Background: an optimization exercise with open tools, aiming at small area. Do not read the settings as production practice. Only simulation tests tie the RTL to the original design; equivalence was not proved. Power figures rest on the tool's default switching activity, not on a simulated workload.

==> flow/design.v (outline; a module is shown in full before it is edited, if it fits) <==
// module mq: 1774 lines
module mq
     (  
	   MQ_out,
	   word_last_flag,
	   stop,
	   data_valid_pass_reg,
	   flush_over,
	   word_last_valid,
	   bit_enough_to_bpc,
	   one_codeblock_over,
	   PCXD,
	   flush,
	   clk,
	   rst,
	   rst_syn,
	   start_aga,
	   song_require,
	   block_all_bp_over);
  // ...
==> flow/run.sh <==
#!/bin/bash
# synth_recipe.tcl (not shown) runs the flow's synth.tcl, then flattens the netlist and writes it again
# the make line also repeats each setting of config.mk as NAME=value (left out here)
make -C /OpenROAD-flow-scripts/flow DESIGN_CONFIG=/design/flow/config.mk WORK_HOME=/design/flow/orfs CLKGATE_MAP_FILE= SYNTH_SCRIPT=/design/flow/synth_recipe.tcl finish
==> flow/config.mk <==
export PLATFORM = sky130hd
export DESIGN_NAME = mq
export DESIGN_NICKNAME = mq
export VERILOG_FILES = /design/flow/design.v
export SDC_FILE = /design/flow/constraint.sdc
export NUM_CORES = 4
export LEC_CHECK = 0
export ABC_AREA = 1
export CAP_MARGIN = 20
export CORE_MARGIN = 2
export CORE_UTILIZATION = 45
export CTS_CLUSTER_DIAMETER = 100
export CTS_CLUSTER_SIZE = 25
export PLACE_DENSITY = 0.6
export SLEW_MARGIN = 20
==> flow/constraint.sdc <==
create_clock -name core_clock -period 12.0 [get_ports {clk}]
set_input_delay 2.4000 -clock core_clock [delete_from_list [all_inputs] [get_ports {clk}]]
set_output_delay 2.4000 -clock core_clock [all_outputs]
set_load 0.01 [all_outputs]
==> notes.md, run 1 <==
Route:
- The per-cell routed wire length is 21.69 um.
- Using the TritonRoute via totals, the vias-per-cell ratio works out to 5.852.
- The number of design-rule violations left by the first detailed-router iteration is 4908.
- The routed length on met3 is 11.31 mm.
- The post-route met1 wirelength is 75.83 mm.

GRT:
- The number of global-route vias before repair is 41750.
- The most utilized layer in the global route result is met2.
- The sum of overflow across all layers after global routing is 0.
- Entering global routing, the biggest net connects 78 pins.

Yosys:
- The area fraction in compound gates after synthesis is 22.72%.
- In the synthesized netlist the dominant register cell turns out to be dfxtp_1.
- The number of enable flip-flop cells after synthesis is 0.
- By area the synthesized netlist is led by dfxtp_1, nand2_1, inv_1.

CTS:
- The TritonCTS clock tree is yes.
- The buffer depth of the longest clock path is 3.
- The clock transition at the registers of the reported paths is 110 ps.

Layout:
- The largest cell class by area is multi-input gates.
- The number of antenna diodes is 2.
- After layout, the inverter instance count without clock inverters stands at 957.
- The area growth from synthesis to layout is 6.156%.
- For this run, combinational gates with multiple inputs come to 4455.
- The share of cell area taken by flip-flops and latches is 35.55%.
- The clock buffer count is 49.

Setup path:
- The minimum setup slack among reg-to-reg paths is 4570 ps.
- Following the worst setup path forward leads to its endpoint at stop.

Flow run:
- The number of violations of the max-capacitance limit is 0.

Min path:
- The endpoint with the worst hold slack is cache_sp[6].

Place:
- The half-perimeter wire length of the detailed placement result is 123.1 mm.

Timing:
- The final hold violation count is 0.

Die:
- The number of core rows is 116.

Status:
- The run finished with no timing, DRC or antenna violations.
==> run 2: changes to the inputs <==
--- a/flow/design.v
+++ b/flow/design.v
@@ -156,25 +156,34 @@
 wire CX_eq_CX1;
 reg[1:0] pass1;
 wire pass_eq_pass1;
 reg [6:0]NMPS1;
 reg [6:0]NLPS1;
 reg [6:0]index;
 wire[6:0]index_next;  
 wire[6:0]index_final;       
-reg [6:0]index_cx0_sp,index_cx1_sp,index_cx2_sp,index_cx3_sp,index_cx4_sp,index_cx5_sp,index_cx6_sp;
-reg [6:0]index_cx7_sp,index_cx8_sp,index_cx9_sp,index_cx10_sp,index_cx11_sp,index_cx12_sp,index_cx13_sp;
-reg [6:0]index_cx14_sp,index_cx15_sp,index_cx16_sp,index_cx17_sp,index_cx18_sp;
-reg [6:0]index_cx0_mrp,index_cx1_mrp,index_cx2_mrp,index_cx3_mrp,index_cx4_mrp,index_cx5_mrp,index_cx6_mrp;
-reg [6:0]index_cx7_mrp,index_cx8_mrp,index_cx9_mrp,index_cx10_mrp,index_cx11_mrp,index_cx12_mrp,index_cx13_mrp;
-reg [6:0]index_cx14_mrp,index_cx15_mrp,index_cx16_mrp,index_cx17_mrp,index_cx18_mrp;
-reg [6:0]index_cx0_cp,index_cx1_cp,index_cx2_cp,index_cx3_cp,index_cx4_cp,index_cx5_cp,index_cx6_cp;
-reg [6:0]index_cx7_cp,index_cx8_cp,index_cx9_cp,index_cx10_cp,index_cx11_cp,index_cx12_cp,index_cx13_cp;
-reg [6:0]index_cx14_cp,index_cx15_cp,index_cx16_cp,index_cx17_cp,index_cx18_cp;
+wire [6:0]index_cx0_sp,index_cx1_sp,index_cx2_sp,index_cx3_sp,index_cx4_sp,index_cx5_sp,index_cx6_sp;
+reg [6:0]n_index_cx0_sp,n_index_cx1_sp,n_index_cx2_sp,n_index_cx3_sp,n_index_cx4_sp,n_index_cx5_sp,n_index_cx6_sp;
+wire [6:0]index_cx7_sp,index_cx8_sp,index_cx9_sp,index_cx10_sp,index_cx11_sp,index_cx12_sp,index_cx13_sp;
+reg [6:0]n_index_cx7_sp,n_index_cx8_sp,n_index_cx9_sp,n_index_cx10_sp,n_index_cx11_sp,n_index_cx12_sp,n_index_cx13_sp;
+wire [6:0]index_cx14_sp,index_cx15_sp,index_cx16_sp,index_cx17_sp,index_cx18_sp;
+reg [6:0]n_index_cx14_sp,n_index_cx15_sp,n_index_cx16_sp,n_index_cx17_sp,n_index_cx18_sp;
+wire [6:0]index_cx0_mrp,index_cx1_mrp,index_cx2_mrp,index_cx3_mrp,index_cx4_mrp,index_cx5_mrp,index_cx6_mrp;
+reg [6:0]n_index_cx0_mrp,n_index_cx1_mrp,n_index_cx2_mrp,n_index_cx3_mrp,n_index_cx4_mrp,n_index_cx5_mrp,n_index_cx6_mrp;
+wire [6:0]index_cx7_mrp,index_cx8_mrp,index_cx9_mrp,index_cx10_mrp,index_cx11_mrp,index_cx12_mrp,index_cx13_mrp;
+reg [6:0]n_index_cx7_mrp,n_index_cx8_mrp,n_index_cx9_mrp,n_index_cx10_mrp,n_index_cx11_mrp,n_index_cx12_mrp,n_index_cx13_mrp;
+wire [6:0]index_cx14_mrp,index_cx15_mrp,index_cx16_mrp,index_cx17_mrp,index_cx18_mrp;
+reg [6:0]n_index_cx14_mrp,n_index_cx15_mrp,n_index_cx16_mrp,n_index_cx17_mrp,n_index_cx18_mrp;
+wire [6:0]index_cx0_cp,index_cx1_cp,index_cx2_cp,index_cx3_cp,index_cx4_cp,index_cx5_cp,index_cx6_cp;
+reg [6:0]n_index_cx0_cp,n_index_cx1_cp,n_index_cx2_cp,n_index_cx3_cp,n_index_cx4_cp,n_index_cx5_cp,n_index_cx6_cp;
+wire [6:0]index_cx7_cp,index_cx8_cp,index_cx9_cp,index_cx10_cp,index_cx11_cp,index_cx12_cp,index_cx13_cp;
+reg [6:0]n_index_cx7_cp,n_index_cx8_cp,n_index_cx9_cp,n_index_cx10_cp,n_index_cx11_cp,n_index_cx12_cp,n_index_cx13_cp;
+wire [6:0]index_cx14_cp,index_cx15_cp,index_cx16_cp,index_cx17_cp,index_cx18_cp;
+reg [6:0]n_index_cx14_cp,n_index_cx15_cp,n_index_cx16_cp,n_index_cx17_cp,n_index_cx18_cp;
 always @(*)
   begin
       case({pass,CX})
     	7'b0100000:   index=index_cx0_sp;
     	7'b0100001:   index=index_cx1_sp;
     	7'b0100010:   index=index_cx2_sp;
     	7'b0100011:   index=index_cx3_sp;
     	7'b0100100:   index=index_cx4_sp;
@@ -507,241 +516,298 @@
  end
 wire ctx_init=(!rst)|rst_syn|start_aga|flush_over;
 wire ctx_we=start_MQ_delay1&&renorm&&(!stop_delay);
 wire ctx_valid=(pass1!=2'b00)&&(CX1<=5'd18);
 wire ctx_zero=ctx_we&&(!ctx_valid);
 wire ctx_sel_0_sp=ctx_we&&(pass1==2'd1)&&(CX1==5'd0);
 wire ctx_w_0_sp=ctx_sel_0_sp&&(!ctx_init);
 wire ctx_h_0_sp=!(ctx_init||ctx_zero||ctx_sel_0_sp);
-always @(posedge clk) index_cx0_sp<=({7{ctx_w_0_sp}}&index_next)|({7{ctx_h_0_sp}}&index_cx0_sp)|({7{ctx_init}}&7'd6);
+always @(posedge clk) n_index_cx0_sp<=~(({7{ctx_w_0_sp}}&index_next)|({7{ctx_h_0_sp}}&index_cx0_sp)|({7{ctx_init}}&7'd6));
+assign index_cx0_sp=~n_index_cx0_sp;
 wire ctx_sel_1_sp=ctx_we&&(pass1==2'd1)&&(CX1==5'd1);
 wire ctx_w_1_sp=ctx_sel_1_sp&&(!ctx_init);
 wire ctx_h_1_sp=!(ctx_init||ctx_zero||ctx_sel_1_sp);
-always @(posedge clk) index_cx1_sp<=({7{ctx_w_1_sp}}&index_next)|({7{ctx_h_1_sp}}&index_cx1_sp)|({7{ctx_init}}&7'd8);
+always @(posedge clk) n_index_cx1_sp<=~(({7{ctx_w_1_sp}}&index_next)|({7{ctx_h_1_sp}}&index_cx1_sp)|({7{ctx_init}}&7'd8));
+assign index_cx1_sp=~n_index_cx1_sp;
 wire ctx_sel_2_sp=ctx_we&&(pass1==2'd1)&&(CX1==5'd2);
 wire ctx_w_2_sp=ctx_sel_2_sp&&(!ctx_init);
 wire ctx_h_2_sp=!(ctx_init||ctx_zero||ctx_sel_2_sp);
-always @(posedge clk) index_cx2_sp<=({7{ctx_w_2_sp}}&index_next)|({7{ctx_h_2_sp}}&index_cx2_sp)|({7{ctx_init}}&7'd0);
+always @(posedge clk) n_index_cx2_sp<=~(({7{ctx_w_2_sp}}&index_next)|({7{ctx_h_2_sp}}&index_cx2_sp)|({7{ctx_init}}&7'd0));
+assign index_cx2_sp=~n_index_cx2_sp;
 wire ctx_sel_3_sp=ctx_we&&(pass1==2'd1)&&(CX1==5'd3);
 wire ctx_w_3_sp=ctx_sel_3_sp&&(!ctx_init);
 wire ctx_h_3_sp=!(ctx_init||ctx_zero||ctx_sel_3_sp);
-always @(posedge clk) index_cx3_sp<=({7{ctx_w_3_sp}}&index_next)|({7{ctx_h_3_sp}}&index_cx3_sp)|({7{ctx_init}}&7'd0);
+always @(posedge clk) n_index_cx3_sp<=~(({7{ctx_w_3_sp}}&index_next)|({7{ctx_h_3_sp}}&index_cx3_sp)|({7{ctx_init}}&7'd0));
+assign index_cx3_sp=~n_index_cx3_sp;
 wire ctx_sel_4_sp=ctx_we&&(pass1==2'd1)&&(CX1==5'd4);
 wire ctx_w_4_sp=ctx_sel_4_sp&&(!ctx_init);
 wire ctx_h_4_sp=!(ctx_init||ctx_zero||ctx_sel_4_sp);
-always @(posedge clk) index_cx4_sp<=({7{ctx_w_4_sp}}&index_next)|({7{ctx_h_4_sp}}&index_cx4_sp)|({7{ctx_init}}&7'd0);
+always @(posedge clk) n_index_cx4_sp<=~(({7{ctx_w_4_sp}}&index_next)|({7{ctx_h_4_sp}}&index_cx4_sp)|({7{ctx_init}}&7'd0));
+assign index_cx4_sp=~n_index_cx4_sp;
 wire ctx_sel_5_sp=ctx_we&&(pass1==2'd1)&&(CX1==5'd5);
 wire ctx_w_5_sp=ctx_sel_5_sp&&(!ctx_init);
 wire ctx_h_5_sp=!(ctx_init||ctx_zero||ctx_sel_5_sp);
-always @(posedge clk) index_cx5_sp<=({7{ctx_w_5_sp}}&index_next)|({7{ctx_h_5_sp}}&index_cx5_sp)|({7{ctx_init}}&7'd0);
+always @(posedge clk) n_index_cx5_sp<=~(({7{ctx_w_5_sp}}&index_next)|({7{ctx_h_5_sp}}&index_cx5_sp)|({7{ctx_init}}&7'd0));
+assign index_cx5_sp=~n_index_cx5_sp;
 wire ctx_sel_6_sp=ctx_we&&(pass1==2'd1)&&(CX1==5'd6);
 wire ctx_w_6_sp=ctx_sel_6_sp&&(!ctx_init);
 wire ctx_h_6_sp=!(ctx_init||ctx_zero||ctx_sel_6_sp);
-always @(posedge clk) index_cx6_sp<=({7{ctx_w_6_sp}}&index_next)|({7{ctx_h_6_sp}}&index_cx6_sp)|({7{ctx_init}}&7'd0);
+always @(posedge clk) n_index_cx6_sp<=~(({7{ctx_w_6_sp}}&index_next)|({7{ctx_h_6_sp}}&index_cx6_sp)|({7{ctx_init}}&7'd0));
+assign index_cx6_sp=~n_index_cx6_sp;
 wire ctx_sel_7_sp=ctx_we&&(pass1==2'd1)&&(CX1==5'd7);
 wire ctx_w_7_sp=ctx_sel_7_sp&&(!ctx_init);
 wire ctx_h_7_sp=!(ctx_init||ctx_zero||ctx_sel_7_sp);
-always @(posedge clk) index_cx7_sp<=({7{ctx_w_7_sp}}&index_next)|({7{ctx_h_7_sp}}&index_cx7_sp)|({7{ctx_init}}&7'd0);
+always @(posedge clk) n_index_cx7_sp<=~(({7{ctx_w_7_sp}}&index_next)|({7{ctx_h_7_sp}}&index_cx7_sp)|({7{ctx_init}}&7'd0));
+assign index_cx7_sp=~n_index_cx7_sp;
 wire ctx_sel_8_sp=ctx_we&&(pass1==2'd1)&&(CX1==5'd8);
 wire ctx_w_8_sp=ctx_sel_8_sp&&(!ctx_init);
 wire ctx_h_8_sp=!(ctx_init||ctx_zero||ctx_sel_8_sp);
-always @(posedge clk) index_cx8_sp<=({7{ctx_w_8_sp}}&index_next)|({7{ctx_h_8_sp}}&index_cx8_sp)|({7{ctx_init}}&7'd0);
+always @(posedge clk) n_index_cx8_sp<=~(({7{ctx_w_8_sp}}&index_next)|({7{ctx_h_8_sp}}&index_cx8_sp)|({7{ctx_init}}&7'd0));
+assign index_cx8_sp=~n_index_cx8_sp;
 wire ctx_sel_9_sp=ctx_we&&(pass1==2'd1)&&(CX1==5'd9);
 wire ctx_w_9_sp=ctx_sel_9_sp&&(!ctx_init);
 wire ctx_h_9_sp=!(ctx_init||ctx_zero||ctx_sel_9_sp);
-always @(posedge clk) index_cx9_sp<=({7{ctx_w_9_sp}}&index_next)|({7{ctx_h_9_sp}}&index_cx9_sp)|({7{ctx_init}}&7'd0);
+always @(posedge clk) n_index_cx9_sp<=~(({7{ctx_w_9_sp}}&index_next)|({7{ctx_h_9_sp}}&index_cx9_sp)|({7{ctx_init}}&7'd0));
+assign index_cx9_sp=~n_index_cx9_sp;
 wire ctx_sel_10_sp=ctx_we&&(pass1==2'd1)&&(CX1==5'd10);
 wire ctx_w_10_sp=ctx_sel_10_sp&&(!ctx_init);
 wire ctx_h_10_sp=!(ctx_init||ctx_zero||ctx_sel_10_sp);
-always @(posedge clk) index_cx10_sp<=({7{ctx_w_10_sp}}&index_next)|({7{ctx_h_10_sp}}&index_cx10_sp)|({7{ctx_init}}&7'd0);
+always @(posedge clk) n_index_cx10_sp<=~(({7{ctx_w_10_sp}}&index_next)|({7{ctx_h_10_sp}}&index_cx10_sp)|({7{ctx_init}}&7'd0));
+assign index_cx10_sp=~n_index_cx10_sp;
 wire ctx_sel_11_sp=ctx_we&&(pass1==2'd1)&&(CX1==5'd11);
 wire ctx_w_11_sp=ctx_sel_11_sp&&(!ctx_init);
 wire ctx_h_11_sp=!(ctx_init||ctx_zero||ctx_sel_11_sp);
-always @(posedge clk) index_cx11_sp<=({7{ctx_w_11_sp}}&index_next)|({7{ctx_h_11_sp}}&index_cx11_sp)|({7{ctx_init}}&7'd0);
+always @(posedge clk) n_index_cx11_sp<=~(({7{ctx_w_11_sp}}&index_next)|({7{ctx_h_11_sp}}&index_cx11_sp)|({7{ctx_init}}&7'd0));
+assign index_cx11_sp=~n_index_cx11_sp;
 wire ctx_sel_12_sp=ctx_we&&(pass1==2'd1)&&(CX1==5'd12);
 wire ctx_w_12_sp=ctx_sel_12_sp&&(!ctx_init);
 wire ctx_h_12_sp=!(ctx_init||ctx_zero||ctx_sel_12_sp);
-always @(posedge clk) index_cx12_sp<=({7{ctx_w_12_sp}}&index_next)|({7{ctx_h_12_sp}}&index_cx12_sp)|({7{ctx_init}}&7'd0);
+always @(posedge clk) n_index_cx12_sp<=~(({7{ctx_w_12_sp}}&index_next)|({7{ctx_h_12_sp}}&index_cx12_sp)|({7{ctx_init}}&7'd0));
+assign index_cx12_sp=~n_index_cx12_sp;
 wire ctx_sel_13_sp=ctx_we&&(pass1==2'd1)&&(CX1==5'd13);
 wire ctx_w_13_sp=ctx_sel_13_sp&&(!ctx_init);
 wire ctx_h_13_sp=!(ctx_init||ctx_zero||ctx_sel_13_sp);
-always @(posedge clk) index_cx13_sp<=({7{ctx_w_13_sp}}&index_next)|({7{ctx_h_13_sp}}&index_cx13_sp)|({7{ctx_init}}&7'd0);
+always @(posedge clk) n_index_cx13_sp<=~(({7{ctx_w_13_sp}}&index_next)|({7{ctx_h_13_sp}}&index_cx13_sp)|({7{ctx_init}}&7'd0));
+assign index_cx13_sp=~n_index_cx13_sp;
 wire ctx_sel_14_sp=ctx_we&&(pass1==2'd1)&&(CX1==5'd14);
 wire ctx_w_14_sp=ctx_sel_14_sp&&(!ctx_init);
 wire ctx_h_14_sp=!(ctx_init||ctx_zero||ctx_sel_14_sp);
-always @(posedge clk) index_cx14_sp<=({7{ctx_w_14_sp}}&index_next)|({7{ctx_h_14_sp}}&index_cx14_sp)|({7{ctx_init}}&7'd0);
+always @(posedge clk) n_index_cx14_sp<=~(({7{ctx_w_14_sp}}&index_next)|({7{ctx_h_14_sp}}&index_cx14_sp)|({7{ctx_init}}&7'd0));
+assign index_cx14_sp=~n_index_cx14_sp;
 wire ctx_sel_15_sp=ctx_we&&(pass1==2'd1)&&(CX1==5'd15);
 wire ctx_w_15_sp=ctx_sel_15_sp&&(!ctx_init);
 wire ctx_h_15_sp=!(ctx_init||ctx_zero||ctx_sel_15_sp);
-always @(posedge clk) index_cx15_sp<=({7{ctx_w_15_sp}}&index_next)|({7{ctx_h_15_sp}}&index_cx15_sp)|({7{ctx_init}}&7'd0);
+always @(posedge clk) n_index_cx15_sp<=~(({7{ctx_w_15_sp}}&index_next)|({7{ctx_h_15_sp}}&index_cx15_sp)|({7{ctx_init}}&7'd0));
+assign index_cx15_sp=~n_index_cx15_sp;
 wire ctx_sel_16_sp=ctx_we&&(pass1==2'd1)&&(CX1==5'd16);
 wire ctx_w_16_sp=ctx_sel_16_sp&&(!ctx_init);
 wire ctx_h_16_sp=!(ctx_init||ctx_zero||ctx_sel_16_sp);
-always @(posedge clk) index_cx16_sp<=({7{ctx_w_16_sp}}&index_next)|({7{ctx_h_16_sp}}&index_cx16_sp)|({7{ctx_init}}&7'd0);
+always @(posedge clk) n_index_cx16_sp<=~(({7{ctx_w_16_sp}}&index_next)|({7{ctx_h_16_sp}}&index_cx16_sp)|({7{ctx_init}}&7'd0));
+assign index_cx16_sp=~n_index_cx16_sp;
 wire ctx_sel_17_sp=ctx_we&&(pass1==2'd1)&&(CX1==5'd17);
 wire ctx_w_17_sp=ctx_sel_17_sp&&(!ctx_init);
 wire ctx_h_17_sp=!(ctx_init||ctx_zero||ctx_sel_17_sp);
-always @(posedge clk) index_cx17_sp<=({7{ctx_w_17_sp}}&index_next)|({7{ctx_h_17_sp}}&index_cx17_sp)|({7{ctx_init}}&7'd0);
+always @(posedge clk) n_index_cx17_sp<=~(({7{ctx_w_17_sp}}&index_next)|({7{ctx_h_17_sp}}&index_cx17_sp)|({7{ctx_init}}&7'd0));
+assign index_cx17_sp=~n_index_cx17_sp;
 wire ctx_sel_18_sp=ctx_we&&(pass1==2'd1)&&(CX1==5'd18);
 wire ctx_w_18_sp=ctx_sel_18_sp&&(!ctx_init);
 wire ctx_h_18_sp=!(ctx_init||ctx_zero||ctx_sel_18_sp);
-always @(posedge clk) index_cx18_sp<=({7{ctx_w_18_sp}}&index_next)|({7{ctx_h_18_sp}}&index_cx18_sp)|({7{ctx_init}}&7'd92);
+always @(posedge clk) n_index_cx18_sp<=~(({7{ctx_w_18_sp}}&index_next)|({7{ctx_h_18_sp}}&index_cx18_sp)|({7{ctx_init}}&7'd92));
+assign index_cx18_sp=~n_index_cx18_sp;
 wire ctx_sel_0_mrp=ctx_we&&(pass1==2'd2)&&(CX1==5'd0);
 wire ctx_w_0_mrp=ctx_sel_0_mrp&&(!ctx_init);
 wire ctx_h_0_mrp=!(ctx_init||ctx_zero||ctx_sel_0_mrp);
-always @(posedge clk) index_cx0_mrp<=({7{ctx_w_0_mrp}}&index_next)|({7{ctx_h_0_mrp}}&index_cx0_mrp)|({7{ctx_init}}&7'd6);
+always @(posedge clk) n_index_cx0_mrp<=~(({7{ctx_w_0_mrp}}&index_next)|({7{ctx_h_0_mrp}}&index_cx0_mrp)|({7{ctx_init}}&7'd6));
+assign index_cx0_mrp=~n_index_cx0_mrp;
 wire ctx_sel_1_mrp=ctx_we&&(pass1==2'd2)&&(CX1==5'd1);
 wire ctx_w_1_mrp=ctx_sel_1_mrp&&(!ctx_init);
 wire ctx_h_1_mrp=!(ctx_init||ctx_zero||ctx_sel_1_mrp);
-always @(posedge clk) index_cx1_mrp<=({7{ctx_w_1_mrp}}&index_next)|({7{ctx_h_1_mrp}}&index_cx1_mrp)|({7{ctx_init}}&7'd8);
+always @(posedge clk) n_index_cx1_mrp<=~(({7{ctx_w_1_mrp}}&index_next)|({7{ctx_h_1_mrp}}&index_cx1_mrp)|({7{ctx_init}}&7'd8));
+assign index_cx1_mrp=~n_index_cx1_mrp;
 wire ctx_sel_2_mrp=ctx_we&&(pass1==2'd2)&&(CX1==5'd2);
 wire ctx_w_2_mrp=ctx_sel_2_mrp&&(!ctx_init);
 wire ctx_h_2_mrp=!(ctx_init||ctx_zero||ctx_sel_2_mrp);
-always @(posedge clk) index_cx2_mrp<=({7{ctx_w_2_mrp}}&index_next)|({7{ctx_h_2_mrp}}&index_cx2_mrp)|({7{ctx_init}}&7'd0);
+always @(posedge clk) n_index_cx2_mrp<=~(({7{ctx_w_2_mrp}}&index_next)|({7{ctx_h_2_mrp}}&index_cx2_mrp)|({7{ctx_init}}&7'd0));
+assign index_cx2_mrp=~n_index_cx2_mrp;
 wire ctx_sel_3_mrp=ctx_we&&(pass1==2'd2)&&(CX1==5'd3);
 wire ctx_w_3_mrp=ctx_sel_3_mrp&&(!ctx_init);
 wire ctx_h_3_mrp=!(ctx_init||ctx_zero||ctx_sel_3_mrp);
-always @(posedge clk) index_cx3_mrp<=({7{ctx_w_3_mrp}}&index_next)|({7{ctx_h_3_mrp}}&index_cx3_mrp)|({7{ctx_init}}&7'd0);
+always @(posedge clk) n_index_cx3_mrp<=~(({7{ctx_w_3_mrp}}&index_next)|({7{ctx_h_3_mrp}}&index_cx3_mrp)|({7{ctx_init}}&7'd0));
+assign index_cx3_mrp=~n_index_cx3_mrp;
 wire ctx_sel_4_mrp=ctx_we&&(pass1==2'd2)&&(CX1==5'd4);
 wire ctx_w_4_mrp=ctx_sel_4_mrp&&(!ctx_init);
 wire ctx_h_4_mrp=!(ctx_init||ctx_zero||ctx_sel_4_mrp);
-always @(posedge clk) index_cx4_mrp<=({7{ctx_w_4_mrp}}&index_next)|({7{ctx_h_4_mrp}}&index_cx4_mrp)|({7{ctx_init}}&7'd0);
+always @(posedge clk) n_index_cx4_mrp<=~(({7{ctx_w_4_mrp}}&index_next)|({7{ctx_h_4_mrp}}&index_cx4_mrp)|({7{ctx_init}}&7'd0));
+assign index_cx4_mrp=~n_index_cx4_mrp;
 wire ctx_sel_5_mrp=ctx_we&&(pass1==2'd2)&&(CX1==5'd5);
 wire ctx_w_5_mrp=ctx_sel_5_mrp&&(!ctx_init);
 wire ctx_h_5_mrp=!(ctx_init||ctx_zero||ctx_sel_5_mrp);
-always @(posedge clk) index_cx5_mrp<=({7{ctx_w_5_mrp}}&index_next)|({7{ctx_h_5_mrp}}&index_cx5_mrp)|({7{ctx_init}}&7'd0);
+always @(posedge clk) n_index_cx5_mrp<=~(({7{ctx_w_5_mrp}}&index_next)|({7{ctx_h_5_mrp}}&index_cx5_mrp)|({7{ctx_init}}&7'd0));
+assign index_cx5_mrp=~n_index_cx5_mrp;
 wire ctx_sel_6_mrp=ctx_we&&(pass1==2'd2)&&(CX1==5'd6);
 wire ctx_w_6_mrp=ctx_sel_6_mrp&&(!ctx_init);
 wire ctx_h_6_mrp=!(ctx_init||ctx_zero||ctx_sel_6_mrp);
-always @(posedge clk) index_cx6_mrp<=({7{ctx_w_6_mrp}}&index_next)|({7{ctx_h_6_mrp}}&index_cx6_mrp)|({7{ctx_init}}&7'd0);
+always @(posedge clk) n_index_cx6_mrp<=~(({7{ctx_w_6_mrp}}&index_next)|({7{ctx_h_6_mrp}}&index_cx6_mrp)|({7{ctx_init}}&7'd0));
+assign index_cx6_mrp=~n_index_cx6_mrp;
 wire ctx_sel_7_mrp=ctx_we&&(pass1==2'd2)&&(CX1==5'd7);
 wire ctx_w_7_mrp=ctx_sel_7_mrp&&(!ctx_init);
 wire ctx_h_7_mrp=!(ctx_init||ctx_zero||ctx_sel_7_mrp);
-always @(posedge clk) index_cx7_mrp<=({7{ctx_w_7_mrp}}&index_next)|({7{ctx_h_7_mrp}}&index_cx7_mrp)|({7{ctx_init}}&7'd0);
+always @(posedge clk) n_index_cx7_mrp<=~(({7{ctx_w_7_mrp}}&index_next)|({7{ctx_h_7_mrp}}&index_cx7_mrp)|({7{ctx_init}}&7'd0));
+assign index_cx7_mrp=~n_index_cx7_mrp;
 wire ctx_sel_8_mrp=ctx_we&&(pass1==2'd2)&&(CX1==5'd8);
 wire ctx_w_8_mrp=ctx_sel_8_mrp&&(!ctx_init);
 wire ctx_h_8_mrp=!(ctx_init||ctx_zero||ctx_sel_8_mrp);
-always @(posedge clk) index_cx8_mrp<=({7{ctx_w_8_mrp}}&index_next)|({7{ctx_h_8_mrp}}&index_cx8_mrp)|({7{ctx_init}}&7'd0);
+always @(posedge clk) n_index_cx8_mrp<=~(({7{ctx_w_8_mrp}}&index_next)|({7{ctx_h_8_mrp}}&index_cx8_mrp)|({7{ctx_init}}&7'd0));
+assign index_cx8_mrp=~n_index_cx8_mrp;
 wire ctx_sel_9_mrp=ctx_we&&(pass1==2'd2)&&(CX1==5'd9);
 wire ctx_w_9_mrp=ctx_sel_9_mrp&&(!ctx_init);
 wire ctx_h_9_mrp=!(ctx_init||ctx_zero||ctx_sel_9_mrp);
-always @(posedge clk) index_cx9_mrp<=({7{ctx_w_9_mrp}}&index_next)|({7{ctx_h_9_mrp}}&index_cx9_mrp)|({7{ctx_init}}&7'd0);
+always @(posedge clk) n_index_cx9_mrp<=~(({7{ctx_w_9_mrp}}&index_next)|({7{ctx_h_9_mrp}}&index_cx9_mrp)|({7{ctx_init}}&7'd0));
+assign index_cx9_mrp=~n_index_cx9_mrp;
 wire ctx_sel_10_mrp=ctx_we&&(pass1==2'd2)&&(CX1==5'd10);
 wire ctx_w_10_mrp=ctx_sel_10_mrp&&(!ctx_init);
 wire ctx_h_10_mrp=!(ctx_init||ctx_zero||ctx_sel_10_mrp);
-always @(posedge clk) index_cx10_mrp<=({7{ctx_w_10_mrp}}&index_next)|({7{ctx_h_10_mrp}}&index_cx10_mrp)|({7{ctx_init}}&7'd0);
+always @(posedge clk) n_index_cx10_mrp<=~(({7{ctx_w_10_mrp}}&index_next)|({7{ctx_h_10_mrp}}&index_cx10_mrp)|({7{ctx_init}}&7'd0));
+assign index_cx10_mrp=~n_index_cx10_mrp;
 wire ctx_sel_11_mrp=ctx_we&&(pass1==2'd2)&&(CX1==5'd11);
 wire ctx_w_11_mrp=ctx_sel_11_mrp&&(!ctx_init);
 wire ctx_h_11_mrp=!(ctx_init||ctx_zero||ctx_sel_11_mrp);
-always @(posedge clk) index_cx11_mrp<=({7{ctx_w_11_mrp}}&index_next)|({7{ctx_h_11_mrp}}&index_cx11_mrp)|({7{ctx_init}}&7'd0);
+always @(posedge clk) n_index_cx11_mrp<=~(({7{ctx_w_11_mrp}}&index_next)|({7{ctx_h_11_mrp}}&index_cx11_mrp)|({7{ctx_init}}&7'd0));
+assign index_cx11_mrp=~n_index_cx11_mrp;
 wire ctx_sel_12_mrp=ctx_we&&(pass1==2'd2)&&(CX1==5'd12);
 wire ctx_w_12_mrp=ctx_sel_12_mrp&&(!ctx_init);
 wire ctx_h_12_mrp=!(ctx_init||ctx_zero||ctx_sel_12_mrp);
-always @(posedge clk) index_cx12_mrp<=({7{ctx_w_12_mrp}}&index_next)|({7{ctx_h_12_mrp}}&index_cx12_mrp)|({7{ctx_init}}&7'd0);
+always @(posedge clk) n_index_cx12_mrp<=~(({7{ctx_w_12_mrp}}&index_next)|({7{ctx_h_12_mrp}}&index_cx12_mrp)|({7{ctx_init}}&7'd0));
+assign index_cx12_mrp=~n_index_cx12_mrp;
 wire ctx_sel_13_mrp=ctx_we&&(pass1==2'd2)&&(CX1==5'd13);
 wire ctx_w_13_mrp=ctx_sel_13_mrp&&(!ctx_init);
 wire ctx_h_13_mrp=!(ctx_init||ctx_zero||ctx_sel_13_mrp);
-always @(posedge clk) index_cx13_mrp<=({7{ctx_w_13_mrp}}&index_next)|({7{ctx_h_13_mrp}}&index_cx13_mrp)|({7{ctx_init}}&7'd0);
+always @(posedge clk) n_index_cx13_mrp<=~(({7{ctx_w_13_mrp}}&index_next)|({7{ctx_h_13_mrp}}&index_cx13_mrp)|({7{ctx_init}}&7'd0));
+assign index_cx13_mrp=~n_index_cx13_mrp;
 wire ctx_sel_14_mrp=ctx_we&&(pass1==2'd2)&&(CX1==5'd14);
 wire ctx_w_14_mrp=ctx_sel_14_mrp&&(!ctx_init);
 wire ctx_h_14_mrp=!(ctx_init||ctx_zero||ctx_sel_14_mrp);
-always @(posedge clk) index_cx14_mrp<=({7{ctx_w_14_mrp}}&index_next)|({7{ctx_h_14_mrp}}&index_cx14_mrp)|({7{ctx_init}}&7'd0);
+always @(posedge clk) n_index_cx14_mrp<=~(({7{ctx_w_14_mrp}}&index_next)|({7{ctx_h_14_mrp}}&index_cx14_mrp)|({7{ctx_init}}&7'd0));
+assign index_cx14_mrp=~n_index_cx14_mrp;
 wire ctx_sel_15_mrp=ctx_we&&(pass1==2'd2)&&(CX1==5'd15);
 wire ctx_w_15_mrp=ctx_sel_15_mrp&&(!ctx_init);
 wire ctx_h_15_mrp=!(ctx_init||ctx_zero||ctx_sel_15_mrp);
-always @(posedge clk) index_cx15_mrp<=({7{ctx_w_15_mrp}}&index_next)|({7{ctx_h_15_mrp}}&index_cx15_mrp)|({7{ctx_init}}&7'd0);
+always @(posedge clk) n_index_cx15_mrp<=~(({7{ctx_w_15_mrp}}&index_next)|({7{ctx_h_15_mrp}}&index_cx15_mrp)|({7{ctx_init}}&7'd0));
+assign index_cx15_mrp=~n_index_cx15_mrp;
 wire ctx_sel_16_mrp=ctx_we&&(pass1==2'd2)&&(CX1==5'd16);
 wire ctx_w_16_mrp=ctx_sel_16_mrp&&(!ctx_init);
 wire ctx_h_16_mrp=!(ctx_init||ctx_zero||ctx_sel_16_mrp);
-always @(posedge clk) index_cx16_mrp<=({7{ctx_w_16_mrp}}&index_next)|({7{ctx_h_16_mrp}}&index_cx16_mrp)|({7{ctx_init}}&7'd0);
+always @(posedge clk) n_index_cx16_mrp<=~(({7{ctx_w_16_mrp}}&index_next)|({7{ctx_h_16_mrp}}&index_cx16_mrp)|({7{ctx_init}}&7'd0));
+assign index_cx16_mrp=~n_index_cx16_mrp;
 wire ctx_sel_17_mrp=ctx_we&&(pass1==2'd2)&&(CX1==5'd17);
 wire ctx_w_17_mrp=ctx_sel_17_mrp&&(!ctx_init);
 wire ctx_h_17_mrp=!(ctx_init||ctx_zero||ctx_sel_17_mrp);
-always @(posedge clk) index_cx17_mrp<=({7{ctx_w_17_mrp}}&index_next)|({7{ctx_h_17_mrp}}&index_cx17_mrp)|({7{ctx_init}}&7'd0);
+always @(posedge clk) n_index_cx17_mrp<=~(({7{ctx_w_17_mrp}}&index_next)|({7{ctx_h_17_mrp}}&index_cx17_mrp)|({7{ctx_init}}&7'd0));
+assign index_cx17_mrp=~n_index_cx17_mrp;
 wire ctx_sel_18_mrp=ctx_we&&(pass1==2'd2)&&(CX1==5'd18);
 wire ctx_w_18_mrp=ctx_sel_18_mrp&&(!ctx_init);
 wire ctx_h_18_mrp=!(ctx_init||ctx_zero||ctx_sel_18_mrp);
-always @(posedge clk) index_cx18_mrp<=({7{ctx_w_18_mrp}}&index_next)|({7{ctx_h_18_mrp}}&index_cx18_mrp)|({7{ctx_init}}&7'd92);
+always @(posedge clk) n_index_cx18_mrp<=~(({7{ctx_w_18_mrp}}&index_next)|({7{ctx_h_18_mrp}}&index_cx18_mrp)|({7{ctx_init}}&7'd92));
+assign index_cx18_mrp=~n_index_cx18_mrp;
 wire ctx_sel_0_cp=ctx_we&&(pass1==2'd3)&&(CX1==5'd0);
 wire ctx_w_0_cp=ctx_sel_0_cp&&(!ctx_init);
 wire ctx_h_0_cp=!(ctx_init||ctx_zero||ctx_sel_0_cp);
-always @(posedge clk) index_cx0_cp<=({7{ctx_w_0_cp}}&index_next)|({7{ctx_h_0_cp}}&index_cx0_cp)|({7{ctx_init}}&7'd6);
+always @(posedge clk) n_index_cx0_cp<=~(({7{ctx_w_0_cp}}&index_next)|({7{ctx_h_0_cp}}&index_cx0_cp)|({7{ctx_init}}&7'd6));
+assign index_cx0_cp=~n_index_cx0_cp;
 wire ctx_sel_1_cp=ctx_we&&(pass1==2'd3)&&(CX1==5'd1);
 wire ctx_w_1_cp=ctx_sel_1_cp&&(!ctx_init);
 wire ctx_h_1_cp=!(ctx_init||ctx_zero||ctx_sel_1_cp);
-always @(posedge clk) index_cx1_cp<=({7{ctx_w_1_cp}}&index_next)|({7{ctx_h_1_cp}}&index_cx1_cp)|({7{ctx_init}}&7'd8);
+always @(posedge clk) n_index_cx1_cp<=~(({7{ctx_w_1_cp}}&index_next)|({7{ctx_h_1_cp}}&index_cx1_cp)|({7{ctx_init}}&7'd8));
+assign index_cx1_cp=~n_index_cx1_cp;
 wire ctx_sel_2_cp=ctx_we&&(pass1==2'd3)&&(CX1==5'd2);
 wire ctx_w_2_cp=ctx_sel_2_cp&&(!ctx_init);
 wire ctx_h_2_cp=!(ctx_init||ctx_zero||ctx_sel_2_cp);
-always @(posedge clk) index_cx2_cp<=({7{ctx_w_2_cp}}&index_next)|({7{ctx_h_2_cp}}&index_cx2_cp)|({7{ctx_init}}&7'd0);
+always @(posedge clk) n_index_cx2_cp<=~(({7{ctx_w_2_cp}}&index_next)|({7{ctx_h_2_cp}}&index_cx2_cp)|({7{ctx_init}}&7'd0));
+assign index_cx2_cp=~n_index_cx2_cp;
 wire ctx_sel_3_cp=ctx_we&&(pass1==2'd3)&&(CX1==5'd3);
 wire ctx_w_3_cp=ctx_sel_3_cp&&(!ctx_init);
 wire ctx_h_3_cp=!(ctx_init||ctx_zero||ctx_sel_3_cp);
-always @(posedge clk) index_cx3_cp<=({7{ctx_w_3_cp}}&index_next)|({7{ctx_h_3_cp}}&index_cx3_cp)|({7{ctx_init}}&7'd0);
+always @(posedge clk) n_index_cx3_cp<=~(({7{ctx_w_3_cp}}&index_next)|({7{ctx_h_3_cp}}&index_cx3_cp)|({7{ctx_init}}&7'd0));
+assign index_cx3_cp=~n_index_cx3_cp;
 wire ctx_sel_4_cp=ctx_we&&(pass1==2'd3)&&(CX1==5'd4);
 wire ctx_w_4_cp=ctx_sel_4_cp&&(!ctx_init);
 wire ctx_h_4_cp=!(ctx_init||ctx_zero||ctx_sel_4_cp);
-always @(posedge clk) index_cx4_cp<=({7{ctx_w_4_cp}}&index_next)|({7{ctx_h_4_cp}}&index_cx4_cp)|({7{ctx_init}}&7'd0);
+always @(posedge clk) n_index_cx4_cp<=~(({7{ctx_w_4_cp}}&index_next)|({7{ctx_h_4_cp}}&index_cx4_cp)|({7{ctx_init}}&7'd0));
+assign index_cx4_cp=~n_index_cx4_cp;
 wire ctx_sel_5_cp=ctx_we&&(pass1==2'd3)&&(CX1==5'd5);
 wire ctx_w_5_cp=ctx_sel_5_cp&&(!ctx_init);
 wire ctx_h_5_cp=!(ctx_init||ctx_zero||ctx_sel_5_cp);
-always @(posedge clk) index_cx5_cp<=({7{ctx_w_5_cp}}&index_next)|({7{ctx_h_5_cp}}&index_cx5_cp)|({7{ctx_init}}&7'd0);
+always @(posedge clk) n_index_cx5_cp<=~(({7{ctx_w_5_cp}}&index_next)|({7{ctx_h_5_cp}}&index_cx5_cp)|({7{ctx_init}}&7'd0));
+assign index_cx5_cp=~n_index_cx5_cp;
 wire ctx_sel_6_cp=ctx_we&&(pass1==2'd3)&&(CX1==5'd6);
 wire ctx_w_6_cp=ctx_sel_6_cp&&(!ctx_init);
 wire ctx_h_6_cp=!(ctx_init||ctx_zero||ctx_sel_6_cp);
-always @(posedge clk) index_cx6_cp<=({7{ctx_w_6_cp}}&index_next)|({7{ctx_h_6_cp}}&index_cx6_cp)|({7{ctx_init}}&7'd0);
+always @(posedge clk) n_index_cx6_cp<=~(({7{ctx_w_6_cp}}&index_next)|({7{ctx_h_6_cp}}&index_cx6_cp)|({7{ctx_init}}&7'd0));
+assign index_cx6_cp=~n_index_cx6_cp;
 wire ctx_sel_7_cp=ctx_we&&(pass1==2'd3)&&(CX1==5'd7);
 wire ctx_w_7_cp=ctx_sel_7_cp&&(!ctx_init);
 wire ctx_h_7_cp=!(ctx_init||ctx_zero||ctx_sel_7_cp);
-always @(posedge clk) index_cx7_cp<=({7{ctx_w_7_cp}}&index_next)|({7{ctx_h_7_cp}}&index_cx7_cp)|({7{ctx_init}}&7'd0);
+always @(posedge clk) n_index_cx7_cp<=~(({7{ctx_w_7_cp}}&index_next)|({7{ctx_h_7_cp}}&index_cx7_cp)|({7{ctx_init}}&7'd0));
+assign index_cx7_cp=~n_index_cx7_cp;
 wire ctx_sel_8_cp=ctx_we&&(pass1==2'd3)&&(CX1==5'd8);
 wire ctx_w_8_cp=ctx_sel_8_cp&&(!ctx_init);
 wire ctx_h_8_cp=!(ctx_init||ctx_zero||ctx_sel_8_cp);
-always @(posedge clk) index_cx8_cp<=({7{ctx_w_8_cp}}&index_next)|({7{ctx_h_8_cp}}&index_cx8_cp)|({7{ctx_init}}&7'd0);
+always @(posedge clk) n_index_cx8_cp<=~(({7{ctx_w_8_cp}}&index_next)|({7{ctx_h_8_cp}}&index_cx8_cp)|({7{ctx_init}}&7'd0));
+assign index_cx8_cp=~n_index_cx8_cp;
 wire ctx_sel_9_cp=ctx_we&&(pass1==2'd3)&&(CX1==5'd9);
 wire ctx_w_9_cp=ctx_sel_9_cp&&(!ctx_init);
 wire ctx_h_9_cp=!(ctx_init||ctx_zero||ctx_sel_9_cp);
-always @(posedge clk) index_cx9_cp<=({7{ctx_w_9_cp}}&index_next)|({7{ctx_h_9_cp}}&index_cx9_cp)|({7{ctx_init}}&7'd0);
+always @(posedge clk) n_index_cx9_cp<=~(({7{ctx_w_9_cp}}&index_next)|({7{ctx_h_9_cp}}&index_cx9_cp)|({7{ctx_init}}&7'd0));
+assign index_cx9_cp=~n_index_cx9_cp;
 wire ctx_sel_10_cp=ctx_we&&(pass1==2'd3)&&(CX1==5'd10);
 wire ctx_w_10_cp=ctx_sel_10_cp&&(!ctx_init);
 wire ctx_h_10_cp=!(ctx_init||ctx_zero||ctx_sel_10_cp);
-always @(posedge clk) index_cx10_cp<=({7{ctx_w_10_cp}}&index_next)|({7{ctx_h_10_cp}}&index_cx10_cp)|({7{ctx_init}}&7'd0);
+always @(posedge clk) n_index_cx10_cp<=~(({7{ctx_w_10_cp}}&index_next)|({7{ctx_h_10_cp}}&index_cx10_cp)|({7{ctx_init}}&7'd0));
+assign index_cx10_cp=~n_index_cx10_cp;
 wire ctx_sel_11_cp=ctx_we&&(pass1==2'd3)&&(CX1==5'd11);
 wire ctx_w_11_cp=ctx_sel_11_cp&&(!ctx_init);
 wire ctx_h_11_cp=!(ctx_init||ctx_zero||ctx_sel_11_cp);
-always @(posedge clk) index_cx11_cp<=({7{ctx_w_11_cp}}&index_next)|({7{ctx_h_11_cp}}&index_cx11_cp)|({7{ctx_init}}&7'd0);
+always @(posedge clk) n_index_cx11_cp<=~(({7{ctx_w_11_cp}}&index_next)|({7{ctx_h_11_cp}}&index_cx11_cp)|({7{ctx_init}}&7'd0));
+assign index_cx11_cp=~n_index_cx11_cp;
 wire ctx_sel_12_cp=ctx_we&&(pass1==2'd3)&&(CX1==5'd12);
 wire ctx_w_12_cp=ctx_sel_12_cp&&(!ctx_init);
 wire ctx_h_12_cp=!(ctx_init||ctx_zero||ctx_sel_12_cp);
-always @(posedge clk) index_cx12_cp<=({7{ctx_w_12_cp}}&index_next)|({7{ctx_h_12_cp}}&index_cx12_cp)|({7{ctx_init}}&7'd0);
+always @(posedge clk) n_index_cx12_cp<=~(({7{ctx_w_12_cp}}&index_next)|({7{ctx_h_12_cp}}&index_cx12_cp)|({7{ctx_init}}&7'd0));
+assign index_cx12_cp=~n_index_cx12_cp;
 wire ctx_sel_13_cp=ctx_we&&(pass1==2'd3)&&(CX1==5'd13);
 wire ctx_w_13_cp=ctx_sel_13_cp&&(!ctx_init);
 wire ctx_h_13_cp=!(ctx_init||ctx_zero||ctx_sel_13_cp);
-always @(posedge clk) index_cx13_cp<=({7{ctx_w_13_cp}}&index_next)|({7{ctx_h_13_cp}}&index_cx13_cp)|({7{ctx_init}}&7'd0);
+always @(posedge clk) n_index_cx13_cp<=~(({7{ctx_w_13_cp}}&index_next)|({7{ctx_h_13_cp}}&index_cx13_cp)|({7{ctx_init}}&7'd0));
+assign index_cx13_cp=~n_index_cx13_cp;
 wire ctx_sel_14_cp=ctx_we&&(pass1==2'd3)&&(CX1==5'd14);
 wire ctx_w_14_cp=ctx_sel_14_cp&&(!ctx_init);
 wire ctx_h_14_cp=!(ctx_init||ctx_zero||ctx_sel_14_cp);
-always @(posedge clk) index_cx14_cp<=({7{ctx_w_14_cp}}&index_next)|({7{ctx_h_14_cp}}&index_cx14_cp)|({7{ctx_init}}&7'd0);
+always @(posedge clk) n_index_cx14_cp<=~(({7{ctx_w_14_cp}}&index_next)|({7{ctx_h_14_cp}}&index_cx14_cp)|({7{ctx_init}}&7'd0));
+assign index_cx14_cp=~n_index_cx14_cp;
 wire ctx_sel_15_cp=ctx_we&&(pass1==2'd3)&&(CX1==5'd15);
 wire ctx_w_15_cp=ctx_sel_15_cp&&(!ctx_init);
 wire ctx_h_15_cp=!(ctx_init||ctx_zero||ctx_sel_15_cp);
-always @(posedge clk) index_cx15_cp<=({7{ctx_w_15_cp}}&index_next)|({7{ctx_h_15_cp}}&index_cx15_cp)|({7{ctx_init}}&7'd0);
+always @(posedge clk) n_index_cx15_cp<=~(({7{ctx_w_15_cp}}&index_next)|({7{ctx_h_15_cp}}&index_cx15_cp)|({7{ctx_init}}&7'd0));
+assign index_cx15_cp=~n_index_cx15_cp;
 wire ctx_sel_16_cp=ctx_we&&(pass1==2'd3)&&(CX1==5'd16);
 wire ctx_w_16_cp=ctx_sel_16_cp&&(!ctx_init);
 wire ctx_h_16_cp=!(ctx_init||ctx_zero||ctx_sel_16_cp);
-always @(posedge clk) index_cx16_cp<=({7{ctx_w_16_cp}}&index_next)|({7{ctx_h_16_cp}}&index_cx16_cp)|({7{ctx_init}}&7'd0);
+always @(posedge clk) n_index_cx16_cp<=~(({7{ctx_w_16_cp}}&index_next)|({7{ctx_h_16_cp}}&index_cx16_cp)|({7{ctx_init}}&7'd0));
+assign index_cx16_cp=~n_index_cx16_cp;
 wire ctx_sel_17_cp=ctx_we&&(pass1==2'd3)&&(CX1==5'd17);
 wire ctx_w_17_cp=ctx_sel_17_cp&&(!ctx_init);
 wire ctx_h_17_cp=!(ctx_init||ctx_zero||ctx_sel_17_cp);
-always @(posedge clk) index_cx17_cp<=({7{ctx_w_17_cp}}&index_next)|({7{ctx_h_17_cp}}&index_cx17_cp)|({7{ctx_init}}&7'd0);
+always @(posedge clk) n_index_cx17_cp<=~(({7{ctx_w_17_cp}}&index_next)|({7{ctx_h_17_cp}}&index_cx17_cp)|({7{ctx_init}}&7'd0));
+assign index_cx17_cp=~n_index_cx17_cp;
 wire ctx_sel_18_cp=ctx_we&&(pass1==2'd3)&&(CX1==5'd18);
 wire ctx_w_18_cp=ctx_sel_18_cp&&(!ctx_init);
 wire ctx_h_18_cp=!(ctx_init||ctx_zero||ctx_sel_18_cp);
-always @(posedge clk) index_cx18_cp<=({7{ctx_w_18_cp}}&index_next)|({7{ctx_h_18_cp}}&index_cx18_cp)|({7{ctx_init}}&7'd92);
+always @(posedge clk) n_index_cx18_cp<=~(({7{ctx_w_18_cp}}&index_next)|({7{ctx_h_18_cp}}&index_cx18_cp)|({7{ctx_init}}&7'd92));
+assign index_cx18_cp=~n_index_cx18_cp;
  reg start_MQ_delay2;
 always @(posedge clk)
   if(!rst)
     start_MQ_delay2<=0;
   else if(rst_syn)
 	start_MQ_delay2<=0;
   else if(start_aga) 
     start_MQ_delay2<=0;
==> flow/config.mk (replaced) <==
export PLATFORM = sky130hd
export DESIGN_NAME = mq
export DESIGN_NICKNAME = mq
export VERILOG_FILES = /design/flow/design.v
export SDC_FILE = /design/flow/constraint.sdc
export NUM_CORES = 4
export LEC_CHECK = 0
export ABC_AREA = 1
export CAP_MARGIN = 20
export CORE_MARGIN = 2
export CORE_UTILIZATION = 45
export CTS_CLUSTER_DIAMETER = 120
export CTS_CLUSTER_SIZE = 30
export PLACE_DENSITY = 0.6
export SLEW_MARGIN = 20
==> run 2 against run 1 <==
Hold slack better by 8.2 ps. Routed wire length fell by 0.82%. Clock power decreased by about 10%. Core utilization down 0.23 points. Design area is 0.63% lower. Still clean. Non-clock buffer count up 1. Sequential power about the same. Power down 3.7%. Highest routed layer unchanged. Largest cell class unchanged. Maximum frequency increased by 1.0%. Setup slack better by 95 ps. Global-route usage down 0.25 points. Combinational power barely moved.
==> notes.md, run 2 <==
GRT:
- The first global-routing pass estimated 250.9 mm of wire.
- The sum of overflow across all layers after global routing was 0 (unchanged).
- The number of antenna violations at the first check in global routing came to 1.
- The number of global-route vias before repair is 41120 (-1.5%).
- The maximum number of pins on one net before global-route repair is 67 (-14%).
- The global-route met2 utilization is 51.12%.
- In the global route stage, overall resource usage came out at 31.25%.
- The most utilized layer in the global route result is met2.
- In the global route stage, met1 resource usage came out at 42.08%.
- The global routing met3 resource utilization is 2.993%.

Setup path:
- By instance count, the cell type seen most on the critical path is nand2_1.
- The data required time of the worst path is 9600 ps.
- The cell family contributing the most delay on the critical path is buffers and inverters.
- Counting both buffers and inverters, the worst setup path holds a total of 8.
- The endpoint kind of the worst setup timing path is a primary output.
- The worst-path cell with the longest stage delay is o21ai_4.
- In this design, the stage delay of the slowest critical-path cell is 730 ps.
- The worst setup path is launched from a flop.
- The maximum fanout along the worst path is 33.
- The arrival time at the worst endpoint is 6730 ps.
- The critical path class is reg2out.

Timing:
- Headroom to the max-slew limit came out at 22.75%.
- Setup violations remaining at the end of the flow were counted as 0.
- Counting I/O delays and the setup requirement, the final critical path takes 9132 ps.
- The final worst clock skew is 53.52 ps.
- Setup repair after global routing left no endpoint under its margin.
- The final total negative setup slack is 0 ps.
- The tightest hold margin is 460.0 ps.
- Setup slack closes at 2868 ps.
- The final critical path takes up 76.10% of the cycle.
- The worst-margin pin slew is 1148 ps.
- The final hold violation count is 0 (unchanged).
- The max-slew violation count is 0.
- The maximum frequency from static timing analysis is 0.1095 GHz.

Place:
- The number of port buffers is 52.
- Routability-driven placement finished with a final weighted congestion of 0.9726.
- The worst slack at placement is 3556 ps.
- The half-perimeter wire length of the detailed placement result came to 121.1 mm (-1.6%).

Die:
- Once the floorplan was initialized, standard cells occupied 45.21% of the core.
- The y dimension of the die is 320.5 um.
- The floorplan step defined a die boundary enclosing 102700 um^2.
- The top-level I/O count is 53.
- The core area is 99710 um^2.
- The die is 320.5 um wide.
- The number of core rows came to 116 (unchanged).

Yosys:
- The register area share after synthesis is 37.88%.
- After synthesis, the largest area contributor takes up 37.88% of total cell area.
- Summing every instance area after synthesis gives 45080 um^2.
- The average cell area after synthesis is 6.987 um^2.
- The commonest cells after synthesis are nand2_1, inv_1, dfxtp_1, o22ai_1, nor2_1.
- The number of instances in the synthesized netlist is 6452.
- For this run, the number of Yosys warnings is 1.
- Synthesis inferred 853 register bits.
- For this run, the leading register cell type out of synthesis is dfxtp_1.
- The number of nets in the synthesized netlist is 6614.
- In the synthesized netlist the async set-or-reset flop fraction comes to 0%.
- The largest area contributor in the netlist is dfxtp_1.
- Sorting the synthesized cells by area gives the leading types as dfxtp_1, nand2_1, o22ai_1.
- The number of enable flip-flop cells after synthesis came to 0 (unchanged).
- The number of unique standard cell types used by synthesis is 70.
- Yosys instantiated no cell more often than nand2_1.

Layout:
- Compared with the post-synthesis result, the final layout area differs by 5.884%.
- The area of the multi-input gates is 23040 um^2.
- The number of antenna diodes came to 0 (-2).
- The final layout net count is 6497.
- The post-route netlist has 4.033% of its cells at a drive strength greater than 1.
- The largest registers in the layout are C_cp x28, C_mrp x28, C_sp x28.
- At the end of the flow the core is filled with cells to 47.87%.
- The sequential cell area is 17080 um^2.
- The filler cells instantiated in the layout total 10420.
- The most common library cell in the layout ignoring fill and taps is nand2_1.
- The library cells used most frequently in the layout, excluding fill and tap cells, are nand2_1, inv_1, dfxtp_1.

Route:
- The via-per-instance ratio came to 5.831 (-0.36%).
- For this block, the routed nets add up to 166.1 mm of wire.
- The number of design-rule violations left by the first detailed-router iteration is 4350 (-11%).
- For this run, the detailed router's first-pass iteration total came to 7.
- The per-cell routed wire length is 21.72 um (+0.17%).
- For this block, the via count after detailed routing is 44580.
- The count of unresolved DRC violations after routing is 0.
- In this run the remaining antenna-violating nets after routing total 0.

CTS:
- The clock insertion delay at the later pin of the skew report is 670 ps.
- The buffer cell driving the clock tree root is clkbuf_16.
- The clock transition at the registers of the reported paths was 110 ps (about the same).
- The clock net in this run drives a total of 853 sinks.
- The number of CTS-inserted buffers is 36.
- The number of setup buffers added after CTS is 0.
- After clock tree synthesis, the repair step resized 0 gates.
- The count of hold buffers inserted by post-cts repair is 0.
- The TritonCTS clock tree is yes.
- The H-tree depth is 2.
- The buffer depth of the longest clock path was 3 (unchanged).

Power and ir drop:
- The worst-case vdd ir drop is 98.11 uV.
- For this design the ratio of total power to cell area is 95.83 nW/um^2.
- Summed over all cells, the static leakage comes to 17.48 nW.

Status:
- The run finished with no timing, DRC or antenna violations.

Flow run:
- The number of violations of the max-capacitance limit was 0 (unchanged).

Min path:
- The path class of the lowest-slack min-delay path is reg2reg.
-- run 2: cell count changes in the layout (fill, tap and decap cells not counted), moves of 40 or more --
cell / delta
nand2_1: -71
inv_1: +112
o22ai_1: +252
nor2_1: -40
o21ai_0: -168
nand3_1: -113
-- run 2: per-layer routing --
metal  up-vias  wire (um)
li1      21580          -
met1     20890      72330
met2      1789      75480
met3       325      10550
met4         2       7698
met5         -         12
-- run 2: through the flow --
stage,cell area (um^2),std cells,power [mW]
after global routing,47730,7645,4.711
after detailed placement,46630,7594,3.051
after CTS,47700,7644,4.606
after floorplan,45080,6452,2.991
after global placement,46630,7594,3.051
final,47730,7645,4.574
-- run 2: kinds of logic (layout without fill, tap and decap cells) --
logic type / after synthesis / in the layout / share of synthesized area (%)
and+or+nand+nor: 2355 / 2355 / 22.48
AOI/OAI and AO/OA: 1717 / 1717 / 23.19
buffers and inverters: 1327 / 1222 / 11.27
DFF: 853 / 853 / 37.88
adders and majority gates: 134 / 134 / 3.819
xor gates and xnor gates: 46 / 46 / 0.9104
muxes: 20 / 20 / 0.4441
-- run 2: path summary, 6_finish.rpt --
check	startpoint	to	depth (start not counted)	slack, ps
min reg2reg	C_cp[27]	C_cp[27]	2	460
max	fl_D[2]	stop	27	2870
min	C_cp[27]	C_cp[27]	2	460
max reg2reg	idx1[6]	n_index_cx18_cp[4]	23	4830
-- run 2: final cells by class --
cell class,count,area share (%)
clock buffers,38,1.969
inverters,1075,8.467
clock inverters,12,0.2831
well taps,1298,3.403
repair buffers,97,1.840
flip-flops and latches,853,35.78
multi-input cells,4272,48.26
-- run 2: where the power goes --
group / internal [mW] / switching (mW) / leakage, nW / total (mW)
Sequential: 2.83 / 0.00448 / 6.89 / 2.84
Combinational: 0.0367 / 0.114 / 10.1 / 0.151
Clock: 0.609 / 0.975 / 0.530 / 1.58
-- run 2: worst min-delay path: cells and delay by family (launching register included) --
| family | cells | cell delay, ps |
|---|---|---|
| DFF | 1 | 330 |
| and+or+nand+nor | 2 | 100 |
==> run 3: changes to the inputs <==
--- a/flow/config.mk
+++ b/flow/config.mk
@@ -10,6 +10,6 @@
 export CORE_MARGIN = 2
 export CORE_UTILIZATION = 45
-export CTS_CLUSTER_DIAMETER = 120
-export CTS_CLUSTER_SIZE = 30
+export CTS_CLUSTER_DIAMETER = 100
+export CTS_CLUSTER_SIZE = 25
 export PLACE_DENSITY = 0.6
 export SLEW_MARGIN = 20
==> run 3 against run 2 <==
Still clean on timing, DRC and antenna. Sequential cell count is the same. Sequential power barely moved. Clock skew is 18 ps lower. Clock power up 9%. Hold slack worse by 1.9 ps. Power increased by 3.2%. Area after synthesis unchanged. Maximum frequency up 0.31%. Combinational power about the same. Non-clock buffer count unchanged. Clock-buffer cell count rose by 10. Critical path type unchanged. Highest routed layer unchanged.
==> notes.md, run 3 <==
Status:
- The run finished with no timing, DRC or antenna violations.

Setup path:
- The critical path class is reg2out.
- The capture instance of the worst register-to-register path is n_index_cx1_sp[3].
- The worst setup path is launched from a flop.
- The data required time of the worst path came to 9600 ps (about the same).
- STA classifies the critical path endpoint as a primary output.
- The minimum setup slack among reg-to-reg paths is 4880 ps (+50 ps).
- The maximum fanout along the worst path is 15 (-55%).
- The arrival time at the worst endpoint is 6700 ps (-30 ps).
- The source of the worst register-to-register timing path is idx1[6].
- The number of cells on the worst reg-to-reg path came to 23 (unchanged).
- The peak per-stage delay on the critical path came to 550 ps (-180 ps).
- The worst-path cell with the longest stage delay is nor2_2.

Yosys:
- The count of synthesis-stage warnings from yosys is 1 (unchanged).
- The number of storage elements in the synthesis netlist is 853 (unchanged).
- The most used standard cell by instance count after synthesis is nand2_1.
- The fraction of post-synthesis cell area in the top cell type by area is 37.88% (unchanged).
- The number of enable flip-flop cells after synthesis was 0 (unchanged).
- The register area share after synthesis is 37.88% (unchanged).
- The net count of the mapped netlist is 6614 (unchanged).
- The number of instances in the synthesized netlist is 6452 (unchanged).
- In the post-synthesis netlist, the biggest area contributors are dfxtp_1, nand2_1, o22ai_1.
- The number of unique standard cell types used by synthesis came to 70 (unchanged).
- The fraction of registers with async set/reset is 0% (unchanged).
- The average cell area after synthesis came to 6.987 um^2 (unchanged).
- The cell area after synthesis is 45080 um^2 (unchanged).
- Counting instances in the post-synthesis netlist gives the leading cell types as nand2_1, inv_1, dfxtp_1, o22ai_1, nor2_1.
- The largest area contributor in the netlist is dfxtp_1.
- The most used flip-flop cell after synthesis is dfxtp_1.

Timing:
- The max-slew violation count is 0 (unchanged).
- The fraction of the cycle the final worst path needs came to 75.86% (-0.24 points).
- The final hold violation count is 0 (unchanged).
- The final worst clock skew is 35.17 ps (-18.35 ps).
- The worst-margin pin slew is 1257 ps (+108.5 ps).
- The final total negative setup slack was 0 ps (unchanged).
- Setup repair after global routing left no endpoint under its margin.
- The minimum setup slack in the final design came to 2896 ps (+28.34 ps).
- The maximum frequency from static timing analysis is 0.1098 GHz (+0.31%).
- The final count of negative-setup-slack endpoints is 0 (unchanged).
- The tightest slew margin relative to the limit is 15.33% (-7.4 points).
- The minimum clock period came to 9104 ps (-28.34 ps).

Power and ir drop:
- The total power per unit cell area is 98.45 nW/um^2 (+2.7%).
- The leakage dissipation was 17.59 nW (+0.59%).
- The worst-case vdd ir drop is 117.5 uV (+20%).

Flow run:
- The number of violations of the max-capacitance limit was 0 (unchanged).

Layout:
- The final layout net count was 6504 (+0.11%).
- The number of antenna diodes was 0 (unchanged).
- The number of fillers in the final layout was 10390 (-0.28%).
- Leaving out fill and tap cells, the most frequent cells in the layout are nand2_1, inv_1, dfxtp_1.
- The filler-free cell count of the finished design is 7653 (+0.10%).
- The growth of design area from synthesis to finish is 6.389%.
- The fraction of final layout cells sized beyond drive strength 1 is 4.123% (+0.089 points).
- The most common library cell in the layout ignoring fill and taps is nand2_1.
- In the final layout, the registers with the most flip-flops are C_cp x28, C_mrp x28, C_sp x28.

CTS:
- The number of instances resized during post-cts repair is 0 (unchanged).
- The H-tree depth is 2 (unchanged).
- The buffer cell driving the clock tree root is clkbuf_16.
- The count of hold buffers inserted by post-cts repair is 0 (unchanged).
- The clock transition at the registers of the reported paths is 100 ps (about the same).
- The number of CTS-inserted buffers is 43 (+19%).
- The sink count of the clock tree came to 853 (unchanged).
- TritonCTS built the clock tree.
- The clock insertion delay at the later pin of the skew report came to 650 ps (-20 ps).
- The buffer depth of the longest clock path was 3 (unchanged).
- The number of setup buffers added after CTS is 0 (unchanged).

Die:
- The top-level I/O count was 53 (unchanged).
- The horizontal die dimension is 320.5 um (unchanged).
- The core area is 99710 um^2 (unchanged).
- The initial cell density of the core is 45.21% (unchanged).
- The y dimension of the die came to 320.5 um (unchanged).
- The area of the die was 102700 um^2 (unchanged).
- The number of core rows was 116 (unchanged).

Route:
- The wire length reported by the detailed router is 166.1 mm (about the same).
- The per-cell routed wire length came to 21.71 um (about the same).
- The number of nets with antenna violations after routing is 0 (unchanged).
- The number of design-rule violations left by the first detailed-router iteration is 4634 (+6.5%).
- The count of unresolved DRC violations after routing was 0 (unchanged).
- The via-per-instance ratio is 5.810 (-0.37%).
- The number of iterations in the first detailed-routing pass is 6 (-1).
- The total number of vias is 44460 (-0.26%).

Place:
- The half-perimeter wire length of the detailed placement result came to 121.1 mm (unchanged).
- The worst slack at placement is 3556 ps (unchanged).
- The last weighted congestion value of the routability-driven placer is 0.9726 (unchanged).
- The count of placed standard cells including taps came to 7594 (unchanged).
- The number of port buffers is 52 (unchanged).

GRT:
- The global-route usage over all layers is 31.23% (about the same).
- The number of global-route vias before repair came to 41130 (+0.027%).
- The first-pass GRT wire length is 251.3 mm (+0.15%).
- The number of antenna violations at the first check in global routing was 1 (unchanged).
- The maximum number of pins on one net before global-route repair is 67 (unchanged).
- The sum of overflow across all layers after global routing came to 0 (unchanged).

Min path:
- The path class of the lowest-slack min-delay path is reg2reg.
- The cell depth of the worst min-delay path is 2 (unchanged).
- The launch instance of the worst min-delay path is C_cp[27].
- The worst hold path terminates at C_cp[27].
## run 3: layout make-up
cell class,count,area (um^2),area share [%]
clock buffer,48,1136,2.369
clock inverter,10,166.4,0.3470
inverter,1075,4041,8.427
multi-input combinational,4272,23040,48.03
sequential,853,17080,35.61
tap,1298,1624,3.386
timing repair buffer,97,878.3,1.831
## run 3: cells by family after synthesis
kind of cell,Yosys count,share of synthesized area [%]
flops,853,37.88
buf+inv,1327,11.27
simple gates,2355,22.48
fa+ha+maj,134,3.819
mux,20,0.4441
compound gates,1717,23.19
xor+xnor,46,0.9104
## run 3: worst max-delay path: cells and delay by family (launching register included)
kind / cells / cell delay [ps]
buf+inv: 4 / 860
fa+ha+maj: 3 / 840
simple gates: 19 / 3200
xor+xnor: 1 / 170
compound gates: 3 / 460
flops: 1 / 530
## run 3: routing by layer
layer / track usage, % / vias up / share of wire [%]
met5: 0 / - / 0.0072
met4: 12.86 / 2 / 4.6
met3: 3.081 / 301 / 5.9
met2: 51.18 / 1596 / 46
met1: 42.03 / 20970 / 44
li1: - / 21600 / -
## run 3: how the worst max path moves through the flow
stage	from	end	slack, ps	cells after the start
after floorplan	fl_D[0]	stop	5220	21
after global placement	fl_D[2]	stop	3590	33
after detailed placement	fl_D[2]	stop	3560	30
after CTS	fl_D[2]	stop	2850	30
after global routing	fl_D[2]	stop	2210	30
final	fl_D[2]	stop	2900	30
## run 3: per-stage QoR
step / hold WS, ps / power (mW) / utilization [%] / area, um^2
after floorplan: 419.5 / 2.991 / - / 45080
after global placement: 437.9 / 3.051 / 46.76 / 46630
after detailed placement: 440.2 / 3.051 / 46.76 / 46630
after CTS: 460.1 / 4.751 / 48.07 / 47930
after global routing: 476.8 / 4.863 / 48.10 / 47960
final: 458.1 / 4.722 / 48.10 / 47960
## run 3: power breakdown
group          internal [mW]  switching [mW]  total [mW]
Combinational         0.0367           0.114       0.151
Clock                  0.721            1.01        1.73
Sequential              2.83         0.00449        2.84
Total                   3.59            1.13        4.72

[static timing again, ports no longer ideal]
The flow's constraints put no driver on any port. The routed layouts listed below were extracted and timed again, unchanged, in two steps.
Step 1, drivers: a clkbuf_16 drives clk and a buf_2 each remaining input, both assumed.
Step 2 moves the port delays by t, midway between the first and last clock arrival at a register: inputs arrive t later, outputs are due t later. That takes back most of the time a late clock gives input paths.
Slacks: ideal ports / drivers / drivers and shift; pairs: ideal ports / drivers.
| run | shift t [ns] | setup slack, ns | hold WS [ns] | slew at the worst register clock pin (ns) |
|---|---|---|---|---|
| run 1 | 0.730 | 2.773 / 2.696 / 3.426 | 0.452 / 0.452 / 0.452 | 0.11 / 0.11 |
| run 2 | 0.713 | 2.868 / 2.799 / 3.512 | 0.460 / 0.460 / 0.460 | 0.13 / 0.13 |
| run 3 | 0.701 | 2.896 / 2.832 / 3.533 | 0.458 / 0.458 / 0.458 | 0.11 / 0.11 |
After both steps every run listed still meets setup and hold.
